Context: an optimization exercise on an open-source flow, tuned for small area. The choices shown serve that exercise and are no tape-out recipe. In this exercise RTL edits were held to simulation tests only and were not proved equivalent to the original. Power is estimated from default activity; no workload was simulated.

`flow/design.v`:
```
module freq_counter(
    input clk,
    input rst,
    input we,
    input start_pipe,
    input start_pipe_n,         
    input [14:0] sel,           
    input [22:0] maxp,
    input [20:0] minq,          
    input cmax,
    input cmin,
    output reg [464:0] freq_cnts
    );
    reg  [30:0] freq_bins [0:14];
    reg  [30:0] cur;
    integer i;
    wire [23:0] x = {1'b0, maxp};
    wire [23:0] y = {3'd0, minq};
    wire [23:0] s = cur[23:0] ^ x ^ y;
    wire [23:0] c = {(cur[22:0] & x[22:0]) | (cur[22:0] & y[22:0]) | (x[22:0] & y[22:0]), cmin};
    wire [23:0] gg = s & c;
    wire [23:0] pp = s ^ c;
    wire [23:0] G0 = {gg[23:1], gg[0] | (pp[0] & cmax)}, P0 = pp;
    wire [23:0] G1, P1, G2, P2, G3, P3, G4, P4;
    genvar t;
    generate
        for (t = 0; t < 24; t = t + 1) begin : up1
            if (t % 2 == 1) begin : n
                assign G1[t] = G0[t] | (P0[t] & G0[t-1]);
                assign P1[t] = P0[t] & P0[t-1];
            end else begin : k
                assign G1[t] = G0[t];
                assign P1[t] = P0[t];
            end
        end
        for (t = 0; t < 24; t = t + 1) begin : up2
            if (t % 4 == 3) begin : n
                assign G2[t] = G1[t] | (P1[t] & G1[t-2]);
                assign P2[t] = P1[t] & P1[t-2];
            end else begin : k
                assign G2[t] = G1[t];
                assign P2[t] = P1[t];
            end
        end
        for (t = 0; t < 24; t = t + 1) begin : up3
            if (t % 8 == 7) begin : n
                assign G3[t] = G2[t] | (P2[t] & G2[t-4]);
                assign P3[t] = P2[t] & P2[t-4];
            end else begin : k
                assign G3[t] = G2[t];
                assign P3[t] = P2[t];
            end
        end
        for (t = 0; t < 24; t = t + 1) begin : up4
            if (t == 15 || t == 23) begin : n
                assign G4[t] = G3[t] | (P3[t] & G3[t-8]);
                assign P4[t] = P3[t] & P3[t-8];
            end else begin : k
                assign G4[t] = G3[t];
                assign P4[t] = P3[t];
            end
        end
    endgenerate
    wire [23:0] GP;
    generate
        for (t = 0; t < 24; t = t + 1) begin : dn
            if (t == 0 || t == 1 || t == 3 || t == 7 || t == 15) begin : root
                assign GP[t] = (t == 0) ? G0[0] : (t == 1) ? G1[1] : (t == 3) ? G2[3] : (t == 7) ? G3[7] : G4[15];
            end else if (t == 23) begin : top
                assign GP[t] = G4[23] | (P4[23] & GP[15]);
            end else if (t % 8 == 7) begin : s8
                assign GP[t] = G3[t] | (P3[t] & GP[t-8]);
            end else if (t % 4 == 3) begin : s4
                assign GP[t] = G2[t] | (P2[t] & GP[t-4]);
            end else if (t % 2 == 1) begin : s2
                assign GP[t] = G1[t] | (P1[t] & GP[t-2]);
            end else begin : s1
                assign GP[t] = G0[t] | (P0[t] & GP[t-1]);
            end
        end
    endgenerate
    wire [24:0] kk = {GP, cmax};
    wire        k24 = kk[24];
    wire [30:0] sum;
    wire [6:0]  pre;
    genvar g;
    assign sum[23:0] = pp ^ kk[23:0];
    assign pre[0] = 1'b1;
    generate
        for (g = 1; g < 7; g = g + 1) begin : inc
            assign pre[g] = pre[g-1] & cur[23+g];
        end
    endgenerate
    assign sum[30:24] = cur[30:24] ^ ({7{k24}} & pre);
    wire        go   = we & ~start_pipe & ~rst;
    wire        keep = ~start_pipe & ~rst;
    wire [14:0] wr   = sel & {15{go}};
    wire [14:0] hold = ~(sel & {15{we}}) & {15{keep}};
    wire        load = start_pipe & ~rst;
    wire        stay = start_pipe_n & ~rst;
    always @(*) begin
        cur = 31'd0;
        for (i = 0; i < 15; i = i + 1)
            cur = cur | (freq_bins[i] & {31{sel[i]}});
    end
    always @(posedge clk) begin
        for (i = 0; i < 15; i = i + 1) begin
            freq_bins[i] <= (sum & {31{wr[i]}}) | (freq_bins[i] & {31{hold[i]}});
            freq_cnts[31 * i +: 31] <= (freq_bins[i] & {31{load}})
                                     | (freq_cnts[31 * i +: 31] & {31{stay}});
        end
    end
endmodule
module spectrum_bins(
    input         clk,
    input         rst,
    input         in_valid,         
    input         in_last,          
    input  [23:0] in_re,            
    input  [23:0] in_im,            
    output [464:0] freq_cnts        
    );
    reg  [3:0]  bin_no;
    reg  [6:0]  offset;
    reg         start_pipe;
    reg         start_pipe_n;
    wire        bin_end = (bin_no == 4'd14) ? (offset == 7'd71) : (offset == 7'd67);
    wire [14:0] sel;
    always @(posedge clk) begin
        if (rst) begin
            bin_no <= 4'd0;
            offset <= 7'd0;
            start_pipe <= 1'b0;
            start_pipe_n <= 1'b1;
        end else begin
            start_pipe <= in_last;
            start_pipe_n <= ~in_last;
            if (in_last) begin
                bin_no <= 4'd0;
                offset <= 7'd0;
            end else if (in_valid) begin
                if (bin_end) begin
                    offset <= 7'd0;
                    bin_no <= (bin_no == 4'd14) ? 4'd0 : bin_no + 4'd1;
                end else begin
                    offset <= offset + 7'd1;
                end
            end
        end
    end
    genvar g;
    generate
        for (g = 0; g < 15; g = g + 1) begin : dec
            assign sel[g] = (bin_no == g);
        end
    endgenerate
    wire        na = in_re[23];
    wire        nb = in_im[23];
    wire        za = na & ~|in_re[22:0];
    wire        zb = nb & ~|in_im[22:0];
    wire [22:0] ap = in_re[22:0] ^ {23{na}};
    wire [22:0] bp = in_im[22:0] ^ {23{nb}};
    wire        a_ge = nb ? (ap > bp) : (ap >= bp);
    wire        a_big = ~za & (zb | a_ge);
    wire        ta = a_big;
    wire        tb = ~a_big & ~zb;
    wire        ua = a_big & ~zb;
    wire        ub = ~a_big & ~za;
    wire [22:0] maxp = ({23{ta}} & ap) | ({23{tb}} & bp);
    wire [22:0] minp = ({23{ua}} & bp) | ({23{ub}} & ap);
    wire        smax = (ta & na) | (tb & nb);
    wire        smin = (ua & nb) | (ub & na);
    wire        cmin = smin & minp[1] & minp[0];
    freq_counter fft_pt2 (clk, rst, in_valid, start_pipe, start_pipe_n, sel,
                          maxp, minp[22:2], smax, cmin, freq_cnts);
endmodule
```
`flow/flow/run.sh`:
```
#!/bin/bash
# Standard ORFS layout (the standard.sh), with the port buffers taken as
# the smallest buffer cell, and clock tree synthesis with clkbuf_4 and clkbuf_8, sink clusters
# of at most 14 and no dummy loads.
set -euo pipefail
export BUFFER_PORTS_ARGS="-buffer_cell sky130_fd_sc_hd__buf_1"
export CTS_ARGS="-sink_clustering_enable -repair_clock_nets -dont_use_dummy_load -buf_list \"sky130_fd_sc_hd__clkbuf_4 sky130_fd_sc_hd__clkbuf_8\" -sink_clustering_size 14 -sink_clustering_max_diameter 60"
bash standard.sh > standard_flow.log 2>&1
```
`flow/standard.sh`:
```
#!/bin/bash
# synth_recipe.tcl (not shown) runs the flow's synth.tcl, then flattens the netlist and writes it again
# the make line also repeats each setting of config.mk as NAME=value (left out here)
make -C /OpenROAD-flow-scripts/flow DESIGN_CONFIG=/design/flow/config.mk WORK_HOME=/design/flow/orfs CLKGATE_MAP_FILE= SYNTH_SCRIPT=/design/flow/synth_recipe.tcl "${@:-finish}"
```
`flow/config.mk`:
```
export PLATFORM = sky130hd
export DESIGN_NAME = spectrum_bins
export DESIGN_NICKNAME = spectrum_bins
export VERILOG_FILES = /design/flow/design.v
export SDC_FILE = /design/flow/constraint.sdc
export NUM_CORES = 4
export LEC_CHECK = 0
export CAP_MARGIN = 20
export CORE_MARGIN = 2
export CORE_UTILIZATION = 50
export SLEW_MARGIN = 20
```
`flow/constraint.sdc`:
```
create_clock -name core_clock -period 12.0 [get_ports {clk}]
set_input_delay 2.4000 -clock core_clock [delete_from_list [all_inputs] [get_ports {clk}]]
set_output_delay 2.4000 -clock core_clock [all_outputs]
set_load 0.01 [all_outputs]
```
==> out/qor.yml, run 1 <==
power_and_ir_drop:
  power.leakage_nw: 14.16
  power_w: 0.006655
  ir_drop_mv: 0.2464
  cellPowerDensity_nw_per_um2: 172.2
floorplanning:
  ios: 517
  start_util_pct: 50.71
  die_y_microns: 268.4
  fp.dieW_microns: 268.4
  num_rows: 96
  core_sq_um: 68950
  dieArea_sq_um: 72050
placed_design:
  dpl.cell_count: 4436
  numPortBuffers: 516
  gp_congestion: 0.9357
  dpl.hpwl_microns: 99830
  place_area_sq_um: 37520
clock_network:
  clk_path_buf_depth: 3
  clkTransAtPathRegs_ns: 0.10
  cts_setup_buffers: 0
  postCtsHoldBufs: 0
  cts_tree: "done"
  cts_resized: 0
  insertion_delay_ns: 0.73
  cts.sinks: 943
  cts_root_buf: "clkbuf_8"
  numCtsBuffers: 78
  htree_levels: 3
synthesis:
  synthesis.nets: 3379
  synth_cells: 3246
  synth-seq-cells: 943
  synth.area.top_cells: "dfxtp_1 (54%), a22o_1 (18%), nand2_1 (3.0%), o21ai_0 (2.9%), clkbuf_1 (2.8%)"
  synth-simple-area-share_pct: 6.921
  synthAdderAreaFrac_pct: 3.658
  synth.distinct_cells: 74
  async_flop_share_pct: 0
  synth_mux_area_share_pct: 1.120
  yosysMostFrequentCell: "dfxtp_1"
  synth_compound_area_share_pct: 28.55
  synth.largest_area_cell: "dfxtp_1"
  synth_xor_area_share_pct: 1.678
  synth_top_family_by_area: "compound AO/OA/AOI/OAI gates"
  avgSynthCellArea_sq_um: 10.77
  synth-edff-count: 0
  ys_warn_count: 3
  synth_common_cells: "dfxtp_1 (943), a22o_1 (701), nand2_1 (281)"
  synthesis.area_sq_um: 34960
  ys.flop_type: "dfxtp_1"
  ys_seq_area_share_pct: 54.00
  synth_top_area_share_pct: 54.00
hold_path:
  hp-class: "reg2reg"
  min-delay-start: "fft_pt2.freq_bins[11][17]$_DFF_P_"
  hold_end: "fft_pt2.freq_cnts[358]$_DFF_P_"
  hold_depth: 1
setup_path:
  cp_max_fo: 32
  cp.arrival_ns: 10.00
  cp-end-kind: "register"
  regToRegStartpoint: "bin_no[0]$_SDFFE_PP0P_"
  cp_data_required_time_ns: 12.61
  worstSetupStartpointType: "input pin"
  critical-path-slowest-cell: "a21oi_1"
  max_stage_delay_ns: 0.62
  cp_num_buf_inv: 7
  r2r_setup_slack_ns: 4.46
  worstSetupPathType: "in2reg"
  path_delay_family: "compound AO/OA/AOI/OAI gates"
  timing.rr.end: "fft_pt2.freq_bins[9][25]$_DFF_P_"
  reg2reg_depth: 21
timing:
  setup_viol: 0
  slew_headroom_pct: 14.80
  min_period_ns: 9.393
  post-route-period-util_pct: 78.27
  skew_ns: 0.07478
  finalSetupTns_ns: 0
  drv_slew: 0
  tightest_slew_ns: 1.275
  clock.fmax_ghz: 0.1065
  hold_slack_ns: 0.4567
  rsz0062_at_grt: "false"
  finalHoldViolCount: 0
grt:
  grt_pass1_vias: 28580
  grt_pass1_wl_microns: 202200
  gr-total-overflow: 0
  antenna_found_initial: 3
  grt_max_degree: 219
  grt_util_all_layers_pct: 38.37
flow_run:
  max_cap_violations: 0
layout:
  fin_nets: 3719
  synthToLayoutAreaGrowth_pct: 10.56
  final_area_sq_um: 38650
  layout-drive-gt1-share_pct: 5.971
  finalNonFillerCells: 4520
detailed_routing:
  routedWlPerCell_microns: 31.65
  drc: 0
  routed_via_density: 6.677
  via_count: 30180
  ant_nets: 0
  routed_wl_microns: 143100
  drtIter0Drc: 4007
  firstDrtPassIters: 9
outcome:
  outcome: "timing/DRC/antenna clean"
[registers in the layout, summed over array words and instances, names as in the netlist]
name and cells:
fft_pt2.freq_bins 465, fft_pt2.freq_cnts 465, start_pipe 1, bin_no 4, start_pipe_n 1, offset 7
[worst max path at each step]
| stage | cells after the start | start | slack [ns] | end |
|---|---|---|---|---|
| global route | 25 | in_re[23] | 2.13 | fft_pt2.freq_bins[1][23]$_DFF_P_ |
| CTS | 24 | in_re[23] | 2.66 | fft_pt2.freq_bins[7][29]$_DFF_P_ |
| global placement | 22 | in_re[23] | 2.16 | fft_pt2.freq_bins[1][26]$_DFF_P_ |
| floorplan | 29 | in_re[23] | 3.24 | fft_pt2.freq_bins[1][15]$_DFF_P_ |
| detailed placement | 24 | in_re[23] | 1.99 | fft_pt2.freq_bins[7][29]$_DFF_P_ |
| finish | 26 | in_re[23] | 2.61 | fft_pt2.freq_bins[9][25]$_DFF_P_ |
[power by group]
group	switching, W	internal [W]	total [W]
Clock	0.00102	0.000583	0.00160
Sequential	0.0000286	0.00316	0.00318
Combinational	0.00141	0.000463	0.00187
[cell families after synthesis]
kind of cell | Yosys count
buf+inv | 355
xor+xnor | 67
flops | 943
fa+ha+maj | 82
simple gates | 494
compound gates | 1267
mux | 38
[placed cells by master (no fill, tap or decap), drive strengths merged, types with 34 or more instances in the layout]
cell    synthesis  routed
dfxtp         943     943
inv            34      34
clkbuf        265      80
a21oi          37      37
a22oi         118     118
buf            56     579
fa             34      34
xnor2          59      59
a22o          701     701
nand2         281     281
ha             47      47
o31ai          47      47
o21ai         206     206
[stage by stage]
| stage | util [%] | worst slack (ns) |
|---|---|---|
| finish | 56.06 | 2.607 |
| detailed placement | 54.42 | 1.995 |
| floorplan | - | 3.240 |
| global route | 56.05 | 2.134 |
| global placement | 54.35 | 2.160 |
| CTS | 55.97 | 2.659 |
[layout make-up]
type / instances / area (sq um)
inverters: 34 / 127.6
well taps: 931 / 1165
flip-flops and latches: 943 / 18880
repair buffers: 581 / 2472
clock buffers: 78 / 1074
multi-input cells: 1948 / 14920
fillers: 6150 / 30290
diodes: 5 / 12.51
[metal layers]
layer  GRT usage [%]  vias up  wire [microns]
li1                -    12870               -
met1           50.88    14990           56310
met2           60.65     1948           65380
met3           7.753      370           14550
met4           17.25        2            6821
met5               0        -              12
==> run 2: changes to the inputs <==
==> flow/flow/run.sh (replaced) <==
#!/bin/bash
# Standard ORFS layout (the standard.sh), with the port buffers taken as
# the smallest buffer cell, and clock tree synthesis with clkbuf_8, sink clusters
# of at most 17 and no dummy loads.
set -euo pipefail
export BUFFER_PORTS_ARGS="-buffer_cell sky130_fd_sc_hd__buf_1"
export CTS_ARGS="-sink_clustering_enable -repair_clock_nets -dont_use_dummy_load -buf_list sky130_fd_sc_hd__clkbuf_8 -sink_clustering_size 17 -sink_clustering_max_diameter 70"
bash standard.sh > standard_flow.log 2>&1
==> run 2 against run 1 <==
Still clean; core utilization shrank 0.39 points; maximum frequency grew 0.14%; count of clock-buffer cells in the layout shrank 17; register-to-register slack gained 0.07 ns; critical endpoint is now fft_pt2.freq_bins[11][25]$_DFF_P_; largest cell class unchanged.
==> out/qor.yml, run 2 <==
timing:
  rsz0062_at_grt: "false"
  clock.fmax_ghz: 0.1066  # +0.14%
  setup_viol: 0  # unchanged
  skew_ns: 0.1345  # +0.05977 ns
  drv_slew: 0  # unchanged
  finalSetupTns_ns: 0  # unchanged
  tightest_slew_ns: 1.290  # +0.01496 ns
  post-route-period-util_pct: 78.16  # -0.11 points
  min_period_ns: 9.379  # -0.01342 ns
  hold_slack_ns: 0.4327  # -0.02400 ns
  finalHoldViolCount: 0  # unchanged
  slew_headroom_pct: 14.01  # -0.79 points
clock_network:
  cts_setup_buffers: 0  # unchanged
  postCtsHoldBufs: 0  # unchanged
  cts_resized: 0  # unchanged
  htree_levels: 2  # -1
  clk_path_buf_depth: 3  # unchanged
  cts.sinks: 943  # unchanged
  insertion_delay_ns: 0.81  # +0.08 ns
  clkTransAtPathRegs_ns: 0.11  # about the same
  cts_root_buf: "clkbuf_8"
  numCtsBuffers: 61  # -22%
  cts_tree: "done"
power_and_ir_drop:
  ir_drop_mv: 0.2451  # -0.55%
  power.leakage_nw: 14.03  # -0.96%
  cellPowerDensity_nw_per_um2: 169.2  # -1.7%
synthesis:
  ys.flop_type: "dfxtp_1"
  synthesis.nets: 3379  # unchanged
  async_flop_share_pct: 0  # unchanged
  ys_seq_area_share_pct: 54.00  # unchanged
  synth-edff-count: 0  # unchanged
  synth_cells: 3246  # unchanged
  synth.distinct_cells: 74  # unchanged
  synth-seq-cells: 943  # unchanged
  synth_top_area_share_pct: 54.00  # unchanged
  synthesis.area_sq_um: 34960  # unchanged
  ys_warn_count: 3  # unchanged
  synth.area.top_cells: "dfxtp_1 (54%), a22o_1 (18%), nand2_1 (3.0%), o21ai_0 (2.9%), clkbuf_1 (2.8%)"
  yosysMostFrequentCell: "dfxtp_1"
  synth_common_cells: "dfxtp_1 (943), a22o_1 (701), nand2_1 (281)"
  avgSynthCellArea_sq_um: 10.77  # unchanged
  synth.largest_area_cell: "dfxtp_1"
detailed_routing:
  routed_wl_microns: 142800  # -0.21%
  drtIter0Drc: 3866  # -3.5%
  routed_via_density: 6.675  # about the same
  via_count: 30030  # -0.50%
  drc: 0  # unchanged
  routedWlPerCell_microns: 31.73  # +0.26%
  ant_nets: 0  # unchanged
  firstDrtPassIters: 6  # -3
placed_design:
  numPortBuffers: 516  # unchanged
  dpl.hpwl_microns: 99830  # unchanged
  gp_congestion: 0.9357  # unchanged
layout:
  top_regs: "fft_pt2.freq_bins x465, fft_pt2.freq_cnts x465, offset x7"
  layout-drive-gt1-share_pct: 5.496  # -0.47 points
  n_fill_cell: 6166  # +0.26%
  synthToLayoutAreaGrowth_pct: 9.788
  fin_nets: 3701  # -0.48%
  layout_common_cells: "dfxtp_1 (943), a22o_1 (701), buf_1 (514)"
  mostFrequentLayoutCell: "dfxtp_1"
floorplanning:
  num_rows: 96  # unchanged
  ios: 517  # unchanged
  fp.dieW_microns: 268.4  # unchanged
  start_util_pct: 50.71  # unchanged
  die_y_microns: 268.4  # unchanged
  dieArea_sq_um: 72050  # unchanged
  core_sq_um: 68950  # unchanged
outcome:
  outcome: "timing/DRC/antenna clean"
flow_run:
  max_cap_violations: 0  # unchanged
setup_path:
  cp.arrival_ns: 10.00  # about the same
  cp-end-kind: "register"
  cp_data_required_time_ns: 12.62  # about the same
  worstSetupStartpointType: "input pin"
  reg2reg_depth: 21  # unchanged
  worstSetupPathType: "in2reg"
  cp_max_fo: 32  # unchanged
hold_path:
  hp-class: "reg2reg"
  hold_depth: 1  # unchanged
grt:
  gr-total-overflow: 0  # unchanged
  grt_pass1_wl_microns: 201300  # -0.46%
  antenna_found_initial: 5  # +2
  grt_pass1_vias: 28300  # -0.97%
  grt_max_degree: 219  # unchanged
  grt_util_all_layers_pct: 38.18  # -0.19 points
run 2: cell counts after synthesis:
Identical to the previous run, type by type.
run 2: path summary, 6_finish.rpt:
kind	start	to	slack, ns
setup reg to reg	bin_no[0]$_SDFFE_PP0P_	fft_pt2.freq_bins[11][25]$_DFF_P_	4.53
setup / recovery	in_re[23]	fft_pt2.freq_bins[11][25]$_DFF_P_	2.62
hold / removal	fft_pt2.freq_bins[11][13]$_DFF_P_	fft_pt2.freq_cnts[354]$_DFF_P_	0.43
hold reg to reg	fft_pt2.freq_bins[11][13]$_DFF_P_	fft_pt2.freq_cnts[354]$_DFF_P_	0.43
run 2: metrics by stage:
stage               setup WS, ns  cells  area, sq um  utilization (%)  total power (W)
floorplan                  3.240   3246        34960                -         0.004343
global placement           2.160   4436        37470            54.35         0.005005
detailed placement         1.995   4436        37520            54.42         0.005065
CTS                        2.684   4497        38360            55.63         0.006434
global route               2.173   4498        38380            55.67         0.006694
finish                     2.621   4499        38380            55.67         0.006495
run 2: cells by family (layout without fill, tap and decap cells):
kind of cell | count (synthesis) | after routing | share of synthesized area [%]
flip-flops | 943 | 943 | 54.00
multiplexers | 38 | 38 | 1.120
adder cells (fa/ha/maj) | 82 | 82 | 3.658
other | 0 | 2 | 0
AND/OR/NAND/NOR | 494 | 494 | 6.922
buffers and inverters | 355 | 675 | 4.073
AO/OA/AOI/OAI | 1267 | 1267 | 28.55
XOR/XNOR | 67 | 67 | 1.678
run 2: final cells by class:
| cell class | count | area (sq um) | share of cell area (%) |
|---|---|---|---|
| sequential | 943 | 18880 | 49.18 |
| multi-input combinational | 1948 | 14920 | 38.88 |
| timing repair buffer | 580 | 2445 | 6.370 |
| tap | 931 | 1165 | 3.035 |
| clock buffer | 61 | 839.6 | 2.187 |
| inverter | 34 | 127.6 | 0.3325 |
| antenna | 2 | 5.005 | 0.01304 |
run 2: worst max-delay path: stages:
cell and delay (ns):
clkbuf_2 0.48, xnor2_1 0.47, inv_1 0.10, ha_1 0.30, and3_1 0.20, nand3_1 0.10
nor3_1 0.39, nand3_1 0.22, o211ai_1 0.26, buf_4 0.42, mux2i_1 0.31, fa_1 0.45
inv_1 0.07, fa_1 0.17, inv_1 0.06, fa_1 0.48, a211oi_1 0.29, o21bai_1 0.18
o211ai_1 0.27, a31oi_1 0.38, a21oi_1 0.62, inv_2 0.19, ha_1 0.24, xor2_1 0.44
buf_4 0.31, a22o_1 0.14
run 2: layer usage:
layer	track usage, %	up-vias	part of all wire, %	routed length (microns)
met5	0	-	0.020	28
met4	17.37	4	5.1	7245
met3	7.909	380	10	14820
met2	60.22	1908	45	64750
met1	50.52	14910	39	55930
li1	-	12830	-	-
run 2: where the power goes:
part           leakage (nW)  switching (W)  internal (W)
registers              7.60      0.0000286       0.00316
clock network         0.439       0.000983      0.000454
logic                  5.99        0.00141      0.000463
total                  14.0        0.00242       0.00407

-- afterwards: timing with drivers on the ports --
In the flow no input, the clock included, has a driving cell. The finished layouts below were timed again as built, in two steps.
Step 1 assumes that a clkbuf_16 drives the clock port and a buf_2 every other input.
Step 2 moves the port delays by t, midway between the first and last clock arrival at a register: inputs arrive t later, outputs are due t later. That takes back most of the time a late clock gives input paths.
Three values: no drivers, after step 1, after step 2; two values: the first two.
run	t, ns	setup slack, ns	clock arrival spread, ns	worst register clock-pin slew, ns
run 1	0.756	2.607 / 2.653 / 1.897	0.074 / 0.074	0.10 / 0.10
run 2	0.801	2.621 / 2.663 / 1.861	0.134 / 0.135	0.12 / 0.12
After both steps every run listed still meets setup and hold. The setup slack of run 2, which loses most, moves by +0.042 ns with the drivers and by -0.760 ns with both steps.
